Background: an optimization exercise with open tools, aiming at small area and a short achievable clock period. Do not read the settings as production practice. No run shown here included a check of the RTL's function; only the layout flow was run.

==> flow/design.v (outline; a module is shown in full before it is edited, if it fits) <==
// module fa: 9 lines
// module fir_direct_nom: 6140 lines
module fir_direct_nom (
    input              clk,
    input              rst,
    input  signed [4:0] in,
    output signed [4:0] out,
    input  [249:0]     tap_coeffs
);
  // ...
==> flow/flow/run.sh <==
#!/bin/bash
# Standard ORFS layout; only the port buffers are plain buf cells instead of
# the default delay buffers.
set -e
export BUFFER_PORTS_ARGS="-buffer_cell sky130_fd_sc_hd__buf_2"
bash standard.sh > standard.log 2>&1
==> flow/standard.sh <==
#!/bin/bash
# synth_recipe.tcl (not shown) runs the flow's synth.tcl, then flattens the netlist and writes it again
# the make line also repeats each setting of config.mk as NAME=value (left out here)
make -C /OpenROAD-flow-scripts/flow DESIGN_CONFIG=/design/flow/config.mk WORK_HOME=/design/flow/orfs CLKGATE_MAP_FILE= SYNTH_SCRIPT=/design/flow/synth_recipe.tcl "${@:-finish}"
==> flow/config.mk <==
export PLATFORM = sky130hd
export DESIGN_NAME = fir_direct_nom
export DESIGN_NICKNAME = fir_direct_nom
export VERILOG_FILES = /design/flow/design.v
export SDC_FILE = /design/flow/constraint.sdc
export NUM_CORES = 4
export LEC_CHECK = 0
export CAP_MARGIN = 20
export CORE_MARGIN = 2
export CORE_UTILIZATION = 40
export SLEW_MARGIN = 20
export SYNTH_HIERARCHICAL = 1
export SYNTH_MINIMUM_KEEP_SIZE = 0
==> flow/constraint.sdc <==
create_clock -name core_clock -period 12.0 [get_ports {clk}]
set_input_delay 2.4000 -clock core_clock [delete_from_list [all_inputs] [get_ports {clk}]]
set_output_delay 2.4000 -clock core_clock [all_outputs]
set_load 0.01 [all_outputs]
==> run_results.csv, run 1 <==
group,metric,value,unit
clock_network,cts_resized,0,
finish,syn_to_final_growth,12.22,%
timing,fmax,182.9,MHz
finish,fin_nets,4669,
setup_path,cp_cell_sequence,"fa_1 -> fa_1 -> fa_1 -> fa_1 -> inv_1 -> fa_1 -> fa_1 -> fa_1 -> fa_1 -> xnor2_1 -> nor3_1 -> mux2_4 -> a211oi_2",
logic_synthesis,synth_compound_area_share,0.5014,%
logic_synthesis,syn_avg_cell_area,12.56,um^2
grt,grt_max_degree,65,
finish,fin_cells,4618,
finish,final_cell_mix,"nand2_1, fa_1, buf_2",
setup_path,slowest_delay,0.69,ns
grt,grt_pass1_wl,194.8,mm
routing,routed_wl,131.5,mm
logic_synthesis,syn_nets,4352,
setup_path,critical_path.endpoint,"sum_q[10]",
grt,use_met3,5.165,%
outcome,status,"timing/DRC/antenna clean",
logic_synthesis,yosys_warnings,7,
logic_synthesis,synth_largest_area_cell,"fa_1",
finish,final_cell_area,42290,um^2
min_path,hold-path-endpoint,"v2",
place,dp_hpwl,115.1,mm
clock_network,clk_latency,0.63,ns
floorplanning,die_h,310.9,um
setup_path,cp_num_buf_inv,1,
clock_network,post_cts.repair.setup_buffers,0,
floorplanning,taps,1254,
clock_network,cts_tree,"built",
routing,wire_per_inst,28.48,um
place,routabilityCongestion,1.004,
floorplanning,core_area,93330,um^2
setup_path,r2r-start,"ra[96]",
routing,ant_nets,0,
logic_synthesis,synth_top_area_share,57.38,%
finish,largest_reg_flops,245,
timing,tightestPinTransition,0.8738,ns
logic_synthesis,synthTopCellsByCount,"nand2_1, fa_1, dfrtp_1",
timing,whs,0.3507,ns
setup_path,critPathKind,"reg -> reg",
grt,grtUsageTotal,28.14,%
grt,grt_pass1_vias,28330,
==> inputs of run 2 (changes only) <==
==> flow/flow/run.sh (replaced) <==
#!/bin/bash
# Standard ORFS layout with plain buf_2 port buffers; timing repair aims at
# a setup slack margin so the resizer works on the critical paths.
set -e
export BUFFER_PORTS_ARGS="-buffer_cell sky130_fd_sc_hd__buf_2"
export SETUP_SLACK_MARGIN=${MARGIN:-6.9}
bash standard.sh > standard.log 2>&1
==> run 2 against run 1 <==
Effect of this change:
- still clean
- count of clock-buffer cells in the layout increased by 1
- first-iteration DRC count decreased by 5.0%
- global-route usage is 0.69 points higher
- routed wire length grew 2.7%
- cell count grew 0.11%
- synthesized area stayed put
- flip-flop and latch count unchanged
- critical path type unchanged
- largest cell class unchanged
==> run_results.csv, run 2 <==
group,metric,value,unit
floorplanning,die_h,310.9,um
logic_synthesis,syn_avg_cell_area,12.56,um^2
place,place_ws,6.352,ns
timing,final-hold-violation-count,0,
clock_network,clkSlewWorstSetupHoldPaths,0.06,ns
clock_network,cts_tree,"built",
floorplanning,num_rows,112,
logic_synthesis,synth_cell_types,35,
finish,final_cell_area,42590,um^2
logic_synthesis,synth_largest_area_cell,"fa_1",
grt,grt_antenna_before_repair,7,
min_path,hold-path-endpoint,"v2",
setup_path,worstRegToRegCells,13,
clock_network,hold_buffers,0,
grt,grt_overflow,0,
logic_synthesis,ys_seq_area_share,25.49,%
finish,fin_nets,4674,
clock_network,cts_buffer_depth,3,
routing,routed_wl,135.0,mm
clock_network,cts_buffers,53,
grt,grt_pass1_vias,28280,
timing,whs,0.3613,ns
setup_path,arrival,5.58,ns
min_path,min_path_type,"reg -> reg",
logic_synthesis,synthMostInstantiatedCell,"nand2_1",
logic_synthesis,yosys_warnings,7,
timing,tightestPinTransition,0.7833,ns
clock_network,clk_latency,0.64,ns
grt,grt_pass1_wl,198.7,mm
logic_synthesis,syn_nets,4352,
logic_synthesis,async_flop_share,59.09,%
routing,vias,25430,
routing,wire_per_inst,29.20,um
finish,layout-drive-gt1-share,11.79,%
timing,rsz0062_at_grt,"yes",
finish,syn_to_final_growth,13.03,%
clock_network,cts-root-buf,"clkbuf_16",
min_path,hold_depth,0,
grt,grtUsageTotal,28.83,%
finish,final_common_cell,"nand2_1",
setup_path,start_kind,"flip-flop",
floorplanning,die_x,310.9,um
timing,post-route-period-util,42.18,%
outcome,status,"timing/DRC/antenna clean",
routing,avgViaCountPerCell,5.501,
finish,top_register,"sr",
routing,first_pass_iters,7,
logic_synthesis,synth_seq_cells,418,
clock_network,cts.htree.levels,2,
setup_path,required,12.52,ns
routing,drt-initial-drc-count,2755,
floorplanning,core_area,93330,um^2
timing,slew_viol_final,0,
floorplanning,ios,262,
logic_synthesis,synth-main-ff-cell,"dfrtp_1",
timing,fin_ws,6.938,ns
timing,fmax,197.6,MHz
finish,largest_reg_flops,245,
logic_synthesis,synthesis.area,37680,um^2
timing,max_slew_margin,47.78,%
logic_synthesis,synthesis.instances,3001,
finish,top_regs,"sr x245, ra x160, sum_q x11",
logic_synthesis,synth-edff-count,0,
setup_path,cp_max_fo,6,
clock_network,cts_num_sinks,418,
setup_path,rr_endpoint,"sum_q[10]",
timing,finalSetupViolCount,0,
finish,fin_util,45.64,%
place,routabilityCongestion,0.9937,
finish,final_cell_mix,"nand2_1, fa_1, buf_2",
logic_synthesis,synth.area.top_cells,"fa_1, dfrtp_1, nand2_1, dfxtp_1, nor4_1",
grt,grt_max_degree,73,
setup_path,r2r-start,"ra[122]",
routing,ant_nets,0,
logic_synthesis,synthTopCellsByCount,"nand2_1, fa_1, dfrtp_1",
place,placed_area,40620,um^2
timing,clock-skew-final,0.03468,ns
floorplanning,start_util,40.38,%
routing,drcViolationCount,0,
timing,setup_tns,0,ns
setup_path,end_kind,"flip-flop",
run,maxCapViolations,0,
floorplanning,die_area,96680,um^2
min_path,min_from,"v1",
setup_path,r2r_slack,6.94,ns
logic_synthesis,synth_top_area_share,57.38,%
setup_path,critPathKind,"reg -> reg",
timing,min_period,5.062,ns
place,io_buffers,261,
place,dp_hpwl,118.0,mm
==> run 2: changes by cell type in the layout (fill, tap and decap cells not counted), sizes merged <==
cell / before / now
clkinvlp: 1 / 5
bufinv: 1 / 4
clkinv: 14 / 12
buf: 264 / 268
diode: 4 / 1
inv: 79 / 77
clkbuf: 76 / 77
==> run 2: layout make-up <==
class	count	area, um^2
multi-input cells	2507	27890
flip-flops and latches	418	9605
clock inverters	23	264.0
diodes	1	2.502
fillers	8696	50740
repair buffers	268	1379
inverters	75	285.3
well taps	1254	1569
clock buffers	77	1600
==> run 2: timing repair <==
action                     4_1_cts  5_1_grt
gates resized for setup         11       10
setup endpoints to repair        2        4
pin swaps                        3        4
buffers inserted                 1        1
==> run 2: how the worst max path moves through the flow <==
stage                end       startpoint  depth (start not counted)  slack [ns]
2_1_floorplan      sr[0]              rst                          1        6.35
3_3_place_gp     ra[154]  tap_coeffs[215]                          8        6.37
3_5_place_dp     ra[154]  tap_coeffs[185]                          8        6.35
4_1_cts        sum_q[10]           ra[95]                         13        6.90
5_1_grt        sum_q[10]          ra[122]                         13        6.85
6_report       sum_q[10]          ra[122]                         13        6.94
==> run 2: through the flow <==
step                      std cells
final                          4623
after global routing           4622
after CTS                      4620
after detailed placement       4519
after global placement         4519
after floorplan                3001
==> run 2: per-layer routing <==
layer  up-vias  global-route usage, %  part of all wire (%)
li1      10140                      -                     -
met4        10                  9.464                   3.9
met5         -                      0                 0.041
met2      1258                  47.93                    49
met1     13810                  38.91                    39
met3       215                  4.619                   7.6
==> run 2: cells by family after synthesis <==
| family | synth area share (%) |
|---|---|
| other cells | 0.009952 |
| compound gates | 0.5014 |
| flops | 25.49 |
| mux | 0.03983 |
| fa+ha+maj | 57.84 |
| xor+xnor | 0.1859 |
| simple gates | 15.16 |
| buf+inv | 0.7770 |
==> run 2: critical path, stage by stage, from the launching register on <==
cell and delay [ns]:
dfxtp_1 0.32, fa_1 0.59, fa_2 0.46, fa_2 0.53
inv_1 0.08, fa_1 0.53, fa_1 0.43, fa_1 0.40
fa_1 0.51, inv_1 0.04, ha_2 0.40, nand3_2 0.13
a41o_2 0.30, a211oi_2 0.22
==> run 2: per-module statistics from Yosys (local to each module, per instance) <==
| module | cells | area [um^2] | flip-flops and latches |
|---|---|---|---|
| fa | 1 | 20.02 | 0 |
| fir_direct_nom | 1921 | 16060 | 418 |
==> inputs of run 3 (changes only) <==
==> flow/flow/run.sh (replaced) <==
#!/bin/bash
# Standard ORFS layout with plain buf_2 port buffers; timing repair aims at
# a setup slack margin so the resizer works on the critical paths.
set -e
export BUFFER_PORTS_ARGS="-buffer_cell sky130_fd_sc_hd__buf_2"
export SETUP_SLACK_MARGIN=7.4
bash standard.sh > standard.log 2>&1
==> run 3 against run 2 <==
Effect of this change:
- cell count rose by 0.35%
- global-route usage grew 2.3 points
- routed wire length rose by 8.6%
- worst setup slack improved by 0.022 ns
- clock skew fell by 0.0045 ns
- design area up 15%
- maximum frequency rose by 0.44%
- count of clock-buffer cells in the layout down 4
- die area is the same
- critical path type unchanged
==> run_results.csv, run 3 <==
group,metric,value,unit
timing,min_period,5.040,ns
setup_path,start_kind,"flip-flop",
grt,grtUsageTotal,31.12,%
clock_network,cts.htree.levels,2,
setup_path,crit_top_cell,"fa_1",
min_path,min_from,"v1",
timing,post-route-period-util,42.00,%
routing,wire_per_inst,31.62,um
setup_path,arrival,5.58,ns
logic_synthesis,synthTopCellsByCount,"nand2_1, fa_1, dfrtp_1",
floorplanning,die_area,96680,um^2
grt,grt_pass1_vias,28820,
logic_synthesis,synth_cell_types,35,
setup_path,rr_endpoint,"sum_q[10]",
clock_network,cts-root-buf,"clkbuf_16",
setup_path,crit_cells,14,
logic_synthesis,synth_top_area_share,57.38,%
logic_synthesis,synth-main-ff-cell,"dfrtp_1",
logic_synthesis,syn_avg_cell_area,12.56,um^2
floorplanning,die_x,310.9,um
routing,drcViolationCount,0,
finish,top_regs,"sr x245, ra x160, sum_q x11",
floorplanning,core_area,93330,um^2
logic_synthesis,synth.area.top_cells,"fa_1, dfrtp_1, nand2_1, dfxtp_1, nor4_1",
routing,vias,25770,
timing,fmax,198.4,MHz
min_path,hold_depth,0,
timing,rsz0062_at_grt,"yes",
finish,final_common_cell,"fa_2",
routing,ant_nets,0,
clock_network,cts_buffer_depth,3,
setup_path,cp_max_fo,6,
place,io_buffers,261,
logic_synthesis,synth_seq_cells,418,
setup_path,crit_start,"ra[126]",
setup_path,r2r_slack,6.96,ns
finish,num-fill-cells,7847,
routing,routed_wl,146.7,mm
timing,tightestPinTransition,0.9176,ns
place,place_ws,6.331,ns
floorplanning,start_util,40.38,%
min_path,min_path_type,"reg -> reg",
logic_synthesis,ys_seq_area_share,25.49,%
run,maxCapViolations,0,
setup_path,cp_cell_sequence,"fa_1 -> fa_2 -> fa_1 -> fa_2 -> fa_2 -> fa_1 -> inv_1 -> fa_1 -> inv_1 -> ha_4 -> nand3_2 -> and3_1 -> mux2_4 -> a211oi_2",
finish,final_cell_mix,"fa_2, nand2_1, nand2_2",
setup_path,worstRegToRegCells,14,
logic_synthesis,synthesis.area,37680,um^2
setup_path,cp_num_buf_inv,2,
place,routabilityCongestion,1.025,
logic_synthesis,synthesis.instances,3001,
logic_synthesis,synth_largest_area_cell,"fa_1",
setup_path,slowest_delay,0.61,ns
logic_synthesis,synthMostInstantiatedCell,"nand2_1",
floorplanning,num_rows,112,
routing,first_pass_iters,7,
logic_synthesis,yosys_warnings,7,
place,placed_cells,4519,
routing,avgViaCountPerCell,5.554,
clock_network,cts_num_sinks,418,
setup_path,end_kind,"flip-flop",
clock_network,clkSlewWorstSetupHoldPaths,0.06,ns
timing,fin_ws,6.960,ns
finish,fin_cells,4639,
finish,fin_util,52.65,%
timing,final-hold-violation-count,0,
clock_network,clk_latency,0.64,ns
setup_path,required,12.54,ns
setup_path,r2r-start,"ra[126]",
setup_path,crit_family,"adder cells",
logic_synthesis,syn_nets,4352,
finish,largest_reg_flops,245,
finish,top_register,"sr",
grt,grt_max_degree,64,
grt,grt_overflow,0,
clock_network,cts_buffers,52,
finish,fin_nets,4689,
setup_path,critPathKind,"reg -> reg",
finish,layout-drive-gt1-share,51.69,%
floorplanning,die_h,310.9,um
clock_network,cts_tree,"built",
grt,grt_pass1_wl,210.0,mm
timing,setup_tns,0,ns
timing,whs,0.3698,ns
min_path,hold-path-endpoint,"v2",
outcome,status,"timing/DRC/antenna clean",
timing,max_slew_margin,38.83,%
place,placed_area,43640,um^2
grt,grt_antenna_before_repair,5,
finish,final_cell_area,49140,um^2
routing,drt-initial-drc-count,2310,
timing,finalSetupViolCount,0,
setup_path,slowest_stage,"fa_1",
place,dp_hpwl,128.0,mm
timing,clock-skew-final,0.03020,ns
timing,slew_viol_final,0,
logic_synthesis,synth-edff-count,0,
logic_synthesis,async_flop_share,59.09,%
floorplanning,ios,262,
finish,syn_to_final_growth,30.40,%
run 3: worst max-delay path by stage:
stage                end
2_1_floorplan      sr[0]
3_3_place_gp      ra[66]
3_5_place_dp      ra[66]
4_1_cts        sum_q[10]
5_1_grt        sum_q[10]
6_report       sum_q[10]
run 3: layer usage:
layer	global-route usage (%)	vias to the layer above	part of all wire [%]
met5	0	-	0.029
met4	13.77	6	5.8
met3	7.718	254	8.9
met2	49.23	1201	47
met1	40.88	14120	38
li1	-	10190	-
run 3: modules after synthesis, one instance, submodules excluded:
module / flops+latches / cells inside
fir_direct_nom: 418 / 1921
fa: 0 / 1
run 3: area by class of cell:
type | count | area (um^2) | area share, %
Antenna cell | 3 | 7.507 | 0.01528
Timing Repair Buffer | 284 | 3126 | 6.360
Sequential cell | 418 | 9614 | 19.57
Clock inverter | 25 | 319.1 | 0.6493
Multi-Input combinational cell | 2507 | 32720 | 66.58
Tap cell | 1254 | 1569 | 3.193
Clock buffer | 73 | 1504 | 3.061
Inverter | 75 | 285.3 | 0.5805
run 3: what timing repair did:
| item | CTS | global route |
|---|---|---|
| cloned | 0 | 0 |
| resized for setup | 723 | 344 |
| endpoints found under the setup margin | 83 | 51 |
| pin swaps | 389 | 313 |
| hold buffers | 0 | 0 |
| setup buffers | 9 | 10 |
run 3: logic make-up (layout without fill, tap and decap cells):
| kind of cell | after synthesis | count (layout) | share of synthesized area, % |
|---|---|---|---|
| other cells | 1 | 4 | 0.009952 |
| fa+ha+maj | 1094 | 1094 | 57.84 |
| buf+inv | 76 | 457 | 0.7770 |
| compound gates | 24 | 24 | 0.5014 |
| flops | 418 | 418 | 25.49 |
| mux | 1 | 1 | 0.03983 |
| xor+xnor | 8 | 8 | 0.1859 |
| simple gates | 1379 | 1379 | 15.16 |
run 3: worst register-to-register path: stages (launching register included):
cell and delay [ns]:
dfxtp_1 0.38, fa_1 0.47, fa_2 0.36, fa_1 0.55, fa_2 0.48, fa_2 0.40
fa_1 0.62, inv_1 0.09, fa_1 0.50, inv_1 0.07, ha_4 0.31, nand3_2 0.11
and3_1 0.15, mux2_4 0.26, a211oi_2 0.18
==> inputs of run 4 (changes only) <==
==> flow/flow/run.sh (replaced) <==
#!/bin/bash
# Standard ORFS layout with plain buf_2 port buffers; timing repair aims at
# a setup slack margin so the resizer works on the critical paths.
set -e
export BUFFER_PORTS_ARGS="-buffer_cell sky130_fd_sc_hd__buf_2"
export SETUP_SLACK_MARGIN=7.9
bash standard.sh > standard.log 2>&1
==> run 4 against run 3 <==
Effect of this change:
- register-to-register slack gained 0.07 ns
- flip-flop and latch count is the same
- hold slack lost 0.022 ns
- worst setup slack gained 0.073 ns
- count of clock-buffer cells in the layout grew 9
- synthesized area is the same
- non-clock buffer count grew 22
- critical path depth shrank 1
- clock skew is essentially flat
==> run_results.csv, run 4 <==
group,metric,value,unit
outcome,status,"timing/DRC/antenna clean",
timing,clock-skew-final,0.03058,ns
clock_network,cts_buffer_depth,3,
timing,rsz0062_at_grt,"yes",
clock_network,clkSlewWorstSetupHoldPaths,0.06,ns
logic_synthesis,synthesis.area,37680,um^2
setup_path,cp_max_fo,4,
place,placed_cells,4518,
clock_network,hold_buffers,0,
finish,fin_cells,4663,
timing,setup_tns,0,ns
logic_synthesis,synth-edff-count,0,
grt,grt_pass1_wl,212.9,mm
routing,wire_per_inst,31.63,um
timing,min_period,4.966,ns
logic_synthesis,synth_seq_cells,418,
logic_synthesis,yosys_warnings,7,
clock_network,cts-root-buf,"clkbuf_16",
floorplanning,core_area,93330,um^2
timing,finalSetupViolCount,0,
grt,grt_max_degree,129,
finish,fin_nets,4713,
routing,drt-initial-drc-count,2313,
logic_synthesis,synth_top_area_share,57.38,%
logic_synthesis,synth-main-ff-cell,"dfrtp_1",
clock_network,clk_latency,0.65,ns
grt,grt_overflow,0,
logic_synthesis,synthesis.instances,3001,
setup_path,required,12.56,ns
logic_synthesis,synth_largest_area_cell,"fa_1",
timing,max_slew_margin,37.12,%
timing,fmax,201.4,MHz
clock_network,cts_num_sinks,418,
grt,grt_antenna_before_repair,10,
logic_synthesis,syn_avg_cell_area,12.56,um^2
routing,drcViolationCount,0,
floorplanning,die_x,310.9,um
finish,final_cell_mix,"fa_2, nand2_1, nand2_2",
clock_network,cts.htree.levels,2,
finish,top_regs,"sr x245, ra x160, sum_q x11",
logic_synthesis,async_flop_share,59.09,%
setup_path,end_kind,"flip-flop",
setup_path,start_kind,"flip-flop",
floorplanning,die_h,310.9,um
grt,grt_pass1_vias,29590,
logic_synthesis,syn_nets,4352,
floorplanning,ios,262,
finish,largest_reg_flops,245,
logic_synthesis,synth.area.top_cells,"fa_1, dfrtp_1, nand2_1, dfxtp_1, nor4_1",
timing,final-hold-violation-count,0,
timing,slew_viol_final,0,
routing,first_pass_iters,7,
place,placed_area,44200,um^2
floorplanning,start_util,40.38,%
timing,post-route-period-util,41.39,%
routing,avgViaCountPerCell,5.543,
routing,ant_nets,0,
logic_synthesis,synth_cell_types,35,
logic_synthesis,synthMostInstantiatedCell,"nand2_1",
routing,vias,25850,
place,routabilityCongestion,1.043,
run,maxCapViolations,0,
grt,grtUsageTotal,31.38,%
finish,final_common_cell,"fa_2",
clock_network,cts_buffers,54,
place,io_buffers,261,
logic_synthesis,ys_seq_area_share,25.49,%
clock_network,cts_tree,"built",
floorplanning,num_rows,112,
min_path,min_path_type,"reg -> reg",
finish,final_cell_area,50320,um^2
place,dp_hpwl,128.4,mm
routing,routed_wl,147.5,mm
finish,syn_to_final_growth,33.55,%
logic_synthesis,synthTopCellsByCount,"nand2_1, fa_1, dfrtp_1",
timing,tightestPinTransition,0.9433,ns
setup_path,arrival,5.52,ns
floorplanning,die_area,96680,um^2
finish,top_register,"sr",
setup_path,critPathKind,"reg -> reg",
finish,layout-drive-gt1-share,55.48,%
[run 4: per-module statistics from Yosys (local to each module, per instance)]
module	cell area [um^2]	times used	cells	flip-flops and latches
fa	20.02	1080	1	0
fir_direct_nom	16060	1	1921	418
[run 4: routing by layer]
layer  vias up  track usage, %  wire length (um)
met1     14060           40.07             55210
met3       326           8.364             13540
li1      10250               -                 -
met5         -               0                59
met4         8           15.55              9616
met2      1201           49.73             69080
[run 4: per-stage QoR]
stage	utilization [%]	setup slack [ns]	hold slack (ns)
after floorplan	-	6.354	0.3312
after CTS	52.65	6.991	0.3486
final	53.92	7.034	0.3474
after global placement	47.36	6.269	0.3338
after global routing	53.91	6.943	0.3540
after detailed placement	47.36	6.279	0.3347
[run 4: layout make-up]
class,instances,area (um^2)
Clock buffer,82,1704
Inverter,75,289.0
Fill cell,7781,43010
Multi-Input combinational cell,2507,33310
Clock inverter,15,163.9
Tap cell,1254,1569
Antenna cell,6,15.01
Sequential cell,418,9614
Timing Repair Buffer,306,3656
[run 4: critical path: stages, from the launching register on]
cell and delay (ns):
dfxtp_2 0.32, fa_1 0.57, fa_2 0.45, fa_1 0.54
inv_2 0.05, fa_1 0.53, fa_2 0.46, fa_2 0.56
inv_2 0.04, fa_2 0.56, nand3_2 0.10, o211ai_4 0.21
mux2_4 0.32, a211oi_2 0.18
[run 4: repair_timing]
item / CTS / global route
pin swaps: 484 / 298
gates resized for setup: 903 / 282
buffers inserted: 20 / 22
endpoints found under the setup margin: 171 / 169
[run 4: logic make-up after synthesis]
family,share of synthesized area (%)
xor gates and xnor gates,0.1859
adders and majority gates,57.84
AOI/OAI and AO/OA,0.5014
other,0.009952
and+or+nand+nor,15.16
muxes,0.03983
buffers and inverters,0.7770
DFF,25.49
[run 4: final timing paths]
kind / start / endpoint / slack (ns) / cells after the start
setup / recovery: ra[123] / sum_q[10] / 7.03 / 13
hold / removal: v1 / v2 / 0.35 / 0
setup reg to reg: ra[123] / sum_q[10] / 7.03 / 13
hold reg to reg: v1 / v2 / 0.35 / 0
max in group asynchronous: rst / sr[225] / 8.52 / 4
min in group asynchronous: rst / sr[0] / 2.00 / 3
==> inputs of run 5 (changes only) <==
==> flow/flow/run.sh (replaced) <==
#!/bin/bash
# ORFS layout (the standard.sh) in three calls:
#  1. synthesis to placement as standard, with plain buf_2 port buffers;
#  2. CTS and 3. routing to finish, with timing repair aimed at a setup
#     slack margin and at the worst paths only.
set -e
export BUFFER_PORTS_ARGS="-buffer_cell sky130_fd_sc_hd__buf_2"
bash standard.sh synth floorplan place > standard_place.log 2>&1
export SETUP_SLACK_MARGIN=7.4
export TNS_END_PERCENT=0
bash standard.sh cts > standard_cts.log 2>&1
bash standard.sh > standard_finish.log 2>&1
==> run 5 against run 4 <==
Effect of this change:
- via count decreased by 1.4%
- worst setup slack got worse by 0.091 ns
- non-clock buffer count decreased by 38
- cell count decreased by 0.86%
- flip-flop and latch count unchanged
- critical path depth decreased by 6
- still clean
- routed wire length decreased by 11%
- hold slack improved by 0.0032 ns
==> run_results.csv, run 5 <==
group,metric,value,unit
outcome,status,"timing/DRC/antenna clean",
setup_path,required,12.50,ns
logic_synthesis,ys_seq_area_share,25.49,%
finish,fin_nets,4673,
routing,vias,25480,
timing,final-hold-violation-count,0,
finish,final_common_cell,"nand2_1",
min_path,min_path_type,"reg -> reg",
finish,num-fill-cells,8658,
setup_path,r2r-start,"ra[68]",
setup_path,slowest_stage,"fa_1",
finish,multi_input_area,27940,um^2
place,dp_hpwl,115.1,mm
grt,grt_pass1_vias,28390,
setup_path,cp_max_fo,6,
logic_synthesis,synthTopCellsByCount,"nand2_1, fa_1, dfrtp_1",
setup_path,start_kind,"primary input",
setup_path,crit_cells,7,
logic_synthesis,synth_top_area_share,57.38,%
clock_network,cts_tree,"built",
finish,final_cell_area,42470,um^2
grt,grtUsageTotal,28.20,%
floorplanning,die_x,310.9,um
place,io_buffers,261,
logic_synthesis,syn_avg_cell_area,12.56,um^2
floorplanning,ios,262,
floorplanning,start_util,40.38,%
finish,final_cell_mix,"nand2_1, fa_1, buf_2",
routing,avgViaCountPerCell,5.512,
grt,grt_overflow,0,
timing,rsz0062_at_grt,"yes",
logic_synthesis,synthesis.area,37680,um^2
grt,grt_pass1_wl,195.2,mm
floorplanning,die_h,310.9,um
routing,drt-met1-wl,51.00,mm
timing,tightestPinTransition,0.8805,ns
clock_network,clkSlewWorstSetupHoldPaths,0.06,ns
clock_network,clk_latency,0.63,ns
place,placed_area,40580,um^2
routing,wire_per_inst,28.55,um
routing,first_pass_iters,5,
run,maxCapViolations,0,
setup_path,cp_cell_sequence,"buf_2 -> nand2_1 -> fa_1 -> fa_1 -> fa_1 -> fa_1 -> fa_1",
finish,top_regs,"sr x245, ra x160, sum_q x11",
setup_path,crit_start,"tap_coeffs[3]",
setup_path,slowest_delay,0.76,ns
setup_path,cp_num_buf_inv,1,
grt,grt_max_degree,65,
setup_path,crit_top_cell,"fa_1",
finish,largest_reg_flops,245,
floorplanning,num_rows,112,
setup_path,crit_family,"adder cells",
logic_synthesis,synth-edff-count,0,
timing,max_slew_margin,41.30,%
logic_synthesis,synth-main-ff-cell,"dfrtp_1",
logic_synthesis,syn_nets,4352,
setup_path,end_kind,"flip-flop",
timing,setup_tns,0,ns
routing,wl_met3,10.44,mm
finish,layout-drive-gt1-share,11.62,%
setup_path,critPathKind,"in -> reg",
logic_synthesis,async_flop_share,59.09,%
logic_synthesis,synth_largest_area_cell,"fa_1",
logic_synthesis,yosys_warnings,7,
timing,post-route-period-util,42.14,%
logic_synthesis,synthMostInstantiatedCell,"nand2_1",
grt,grt_antenna_before_repair,9,
logic_synthesis,synth.area.top_cells,"fa_1, dfrtp_1, nand2_1, dfxtp_1, nor4_1",
clock_network,cts_num_sinks,418,
finish,fin_util,45.51,%
routing,top_layer,"met5",
routing,routed_wl,132.0,mm
routing,ant_nets,0,
setup_path,critical_path.endpoint,"ra[28]",
logic_synthesis,synthesis.instances,3001,
setup_path,r2r_slack,6.96,ns
clock_network,cts-root-buf,"clkbuf_16",
finish,regArea,9605,um^2
floorplanning,core_area,93330,um^2
setup_path,rr_endpoint,"sum_q[8]",
clock_network,cts_buffers,52,
place,routabilityCongestion,1.004,
routing,wl_met2,63.51,mm
timing,min_period,5.057,ns
timing,slew_viol_final,0,
timing,fmax,197.7,MHz
logic_synthesis,synth_cell_types,35,
finish,syn_to_final_growth,12.71,%
timing,finalSetupViolCount,0,
routing,drt-initial-drc-count,2765,
routing,drcViolationCount,0,
floorplanning,die_area,96680,um^2
setup_path,arrival,5.55,ns
clock_network,cts.htree.levels,2,
logic_synthesis,synth_seq_cells,418,
timing,clock-skew-final,0.02115,ns
clock_network,cts_buffer_depth,3,
finish,top_register,"sr",
setup_path,worstRegToRegCells,13,
==> run 5: per-module statistics from Yosys, one instance, submodules excluded <==
module | cells | flip-flops and latches | cell area [um^2]
fir_direct_nom | 1921 | 418 | 16060
fa | 1 | 0 | 20.02
==> run 5: cells by family (layout without fill, tap and decap cells) <==
family	after synthesis	after routing	synth area share, %
AOI/OAI and AO/OA	24	24	0.5014
xor gates and xnor gates	8	8	0.1859
adders and majority gates	1094	1094	57.84
buffers and inverters	76	439	0.7770
DFF	418	418	25.49
muxes	1	1	0.03983
other	1	6	0.009952
and+or+nand+nor	1379	1379	15.16
==> run 5: repair_timing <==
| action | in CTS | in global routing |
|---|---|---|
| gates cloned | 0 | 0 |
| endpoints found under the setup margin | 144 | 150 |
| hold buffers | 0 | 0 |
| pin swaps | 8 | 12 |
| resized for setup | 22 | 15 |
| setup buffers | 4 | 0 |
==> run 5: worst min path at each step <==
stage	startpoint	to	cells past startpoint
after floorplan	v1	v2	0
after global placement	v1	v2	0
after detailed placement	v1	v2	0
after CTS	v1	v2	0
after global routing	v1	v2	0
final	v1	v2	0
==> run 5: cell type report <==
cell class / count / share of cell area, %
Multi-Input combinational cell: 2507 / 65.78
Sequential cell: 418 / 22.62
Tap cell: 1254 / 3.694
Timing Repair Buffer: 268 / 3.199
Antenna cell: 5 / 0.02946
Inverter: 75 / 0.6805
Clock buffer: 76 / 3.685
Clock inverter: 20 / 0.3152
==> run 5: routing by layer <==
layer,up-vias,track usage [%]
met5,-,0
met4,4,12.33
met3,251,4.919
met2,1281,45.54
met1,13810,37.72
li1,10140,-
==> run 5: through the flow <==
stage / setup WS, ns / std cells / hold slack (ns)
finish: 6.943 / 4623 / 0.3506
floorplan: 2.813 / 3001 / 0.3312
global placement: 6.282 / 4518 / 0.3366
detailed placement: 6.274 / 4518 / 0.3419
CTS: 6.996 / 4618 / 0.3544
global route: 6.840 / 4621 / 0.3744
==> inputs of run 6 (changes only) <==
--- a/flow/config.mk
+++ b/flow/config.mk
@@ -8,6 +8,9 @@
 export CAP_MARGIN = 20
 export CORE_MARGIN = 2
 export CORE_UTILIZATION = 40
+export CTS_BUF_LIST = sky130_fd_sc_hd__clkbuf_4 sky130_fd_sc_hd__clkbuf_8
+export CTS_CLUSTER_DIAMETER = 60
+export CTS_CLUSTER_SIZE = 20
 export SLEW_MARGIN = 20
 export SYNTH_HIERARCHICAL = 1
 export SYNTH_MINIMUM_KEEP_SIZE = 0
==> run 6 against run 5 <==
Effect of this change:
- still clean on timing, DRC and antenna
- hold slack better by 0.0052 ns
- synthesized cell count unchanged
- cell count down 0.11%
==> run_results.csv, run 6 <==
group,metric,value,unit
outcome,status,"timing/DRC/antenna clean",
routing,vias,25430,
routing,avgViaCountPerCell,5.506,
logic_synthesis,synth-edff-count,0,
finish,syn_to_final_growth,11.29,%
logic_synthesis,synthMostInstantiatedCell,"nand2_1",
timing,clock-skew-final,0.04552,ns
logic_synthesis,synth_cell_types,35,
routing,routed_wl,131.5,mm
clock_network,clkSlewWorstSetupHoldPaths,0.10,ns
floorplanning,die_x,310.9,um
routing,drt-initial-drc-count,2662,
floorplanning,ios,262,
place,placed_cells,4518,
finish,final_common_cell,"nand2_1",
grt,grt_pass1_wl,194.4,mm
place,io_buffers,261,
floorplanning,die_h,310.9,um
finish,top_register,"sr",
finish,layout-drive-gt1-share,11.61,%
setup_path,end_kind,"flip-flop",
timing,fmax,196.3,MHz
clock_network,hold_buffers,0,
clock_network,clk_latency,0.72,ns
logic_synthesis,synth_top_area_share,57.38,%
setup_path,crit_start,"ra[123]",
logic_synthesis,syn_avg_cell_area,12.56,um^2
setup_path,required,12.60,ns
logic_synthesis,synthesis.area,37680,um^2
timing,setup_tns,0,ns
timing,min_period,5.095,ns
grt,grt_pass1_vias,28190,
grt,grt_overflow,0,
clock_network,cts_buffers,49,
timing,post-route-period-util,42.46,%
floorplanning,core_area,93330,um^2
logic_synthesis,syn_nets,4352,
timing,rsz0062_at_grt,"yes",
setup_path,start_kind,"flip-flop",
clock_network,cts_buffer_depth,3,
finish,fin_cells,4618,
routing,wl_met2,63.78,mm
place,routabilityCongestion,1.004,
timing,slew_viol_final,0,
setup_path,cp_max_fo,5,
grt,grtUsageTotal,28.07,%
clock_network,cts_num_sinks,418,
routing,drcViolationCount,0,
timing,tightestPinTransition,0.8672,ns
clock_network,cts_tree,"built",
logic_synthesis,async_flop_share,59.09,%
finish,largest_reg_flops,245,
min_path,min_from,"v1",
floorplanning,num_rows,112,
timing,finalSetupViolCount,0,
routing,top_layer,"met5",
floorplanning,die_area,96680,um^2
routing,drt-met1-wl,50.48,mm
floorplanning,start_util,40.38,%
timing,max_slew_margin,42.19,%
clock_network,cts-root-buf,"clkbuf_8",
routing,ant_nets,0,
grt,grt_max_degree,65,
logic_synthesis,ys_seq_area_share,25.49,%
logic_synthesis,synth_largest_area_cell,"fa_1",
finish,top_regs,"sr x245, ra x160, sum_q x11",
run,maxCapViolations,0,
timing,final-hold-violation-count,0,
setup_path,critPathKind,"reg -> reg",
logic_synthesis,synthesis.instances,3001,
logic_synthesis,yosys_warnings,7,
routing,wl_met3,10.72,mm
clock_network,cts.htree.levels,2,
grt,grt_antenna_before_repair,7,
logic_synthesis,synth.area.top_cells,"fa_1, dfrtp_1, nand2_1, dfxtp_1, nor4_1",
routing,first_pass_iters,5,
routing,wire_per_inst,28.47,um
setup_path,r2r-start,"ra[123]",
finish,fin_nets,4669,
min_path,min_path_type,"reg -> reg",
setup_path,arrival,5.70,ns
logic_synthesis,synthTopCellsByCount,"nand2_1, fa_1, dfrtp_1",
finish,final_cell_mix,"nand2_1, fa_1, buf_2",
logic_synthesis,synth_seq_cells,418,
place,dp_hpwl,115.1,mm
logic_synthesis,synth-main-ff-cell,"dfrtp_1",
[run 6: worst max-delay path: stages (launching register included)]
cell and delay (ns):
dfxtp_1 0.33, fa_1 0.57, fa_2 0.46, fa_2 0.57, inv_1 0.06, fa_1 0.51
fa_1 0.45, fa_1 0.49, inv_1 0.05, fa_2 0.59, nand3_1 0.11, o211ai_2 0.21
mux2_4 0.33, a211oi_4 0.27
[run 6: cell families after synthesis]
kind of cell,Yosys count,share of synthesized area (%)
AO/OA/AOI/OAI,24,0.5014
XOR/XNOR,8,0.1859
adder cells (fa/ha/maj),1094,57.84
buffers and inverters,76,0.7770
flip-flops,418,25.49
multiplexers,1,0.03983
other,1,0.009952
AND/OR/NAND/NOR,1379,15.16
[run 6: routing by layer]
metal	track usage, %	vias up
met2	45.65	1201
met3	5.159	218
li1	-	10150
met1	37.36	13860
met4	11.53	2
met5	0	-
[run 6: through the flow]
| step | hold slack [ns] | utilization [%] | worst slack (ns) | cell area [um^2] |
|---|---|---|---|---|
| 2_1_floorplan | 0.3312 | - | 2.813 | 37680 |
| 3_3_place_gp | 0.3366 | 43.48 | 6.282 | 40580 |
| 3_5_place_dp | 0.3419 | 43.48 | 6.274 | 40580 |
| 4_1_cts | 0.3598 | 44.88 | 6.961 | 41890 |
| 5_1_grt | 0.3803 | 44.92 | 6.847 | 41930 |
| 6_report | 0.3557 | 44.93 | 6.905 | 41940 |
[run 6: per-module statistics from Yosys (local to each module, per instance)]
module	cells inside	times used	flip-flops and latches
fir_direct_nom	1921	1	418
fa	1	1080	0
[run 6: path summary, 6_finish.rpt]
| check | slack (ns) | end | cells after the start |
|---|---|---|---|
| max | 6.91 | sum_q[10] | 13 |
| min | 0.36 | v2 | 0 |
| max reg2reg | 6.91 | sum_q[10] | 13 |
| min reg2reg | 0.36 | v2 | 0 |
| max in group asynchronous | 8.15 | sr[132] | 4 |
| min in group asynchronous | 1.73 | sr[35] | 2 |
[run 6: final cells by class]
type	count	area, um^2
Multi-Input combinational cell	2507	27910
Inverter	75	289.0
Fill cell	8734	51390
Tap cell	1254	1569
Clock inverter	36	434.2
Clock buffer	56	764.5
Sequential cell	418	9604
Timing Repair Buffer	267	1351
Antenna cell	5	12.51
[run 6: what timing repair did]
action                     4_1_cts  5_1_grt
buffers inserted                 3        0
pin swaps                        5       11
setup endpoints to repair      107      144
gates resized for setup         18       11

[static timing again, ports no longer ideal]
No port has a modelled driver above. Below, the same layouts with a new extraction and two added sets of constraints.
Step 1 sets driving cells, clkbuf_16 on the clock port and buf_2 on the other inputs (assumed; they add their load-dependent delay and slew).
Step 2 moves the port delays by t, midway between the first and last clock arrival at a register: inputs arrive t later, outputs are due t later. That takes back most of the time a late clock gives input paths.
a / b / c = ideal ports / drivers / drivers and shift; a / b = the first two.
| run | t, ns | slack for setup (ns) | worst setup path at the end |
|---|---|---|---|
| run 1 | 0.686 | 6.534 / 6.534 / 6.201 | input to register |
| run 2 | 0.700 | 6.938 / 6.938 / 6.317 | input to register |
| run 3 | 0.695 | 6.960 / 6.960 / 6.452 | input to register |
| run 4 | 0.704 | 7.034 / 7.034 / 6.383 | input to register |
| run 5 | 0.689 | 6.943 / 6.959 / 6.305 | input to register |
| run 6 | 0.757 | 6.905 / 6.905 / 6.275 | input to register |
After both steps every run listed still meets setup and hold. For run 4, which loses most, drivers alone change the setup slack by 0.000 ns; drivers and shift together by -0.651 ns.
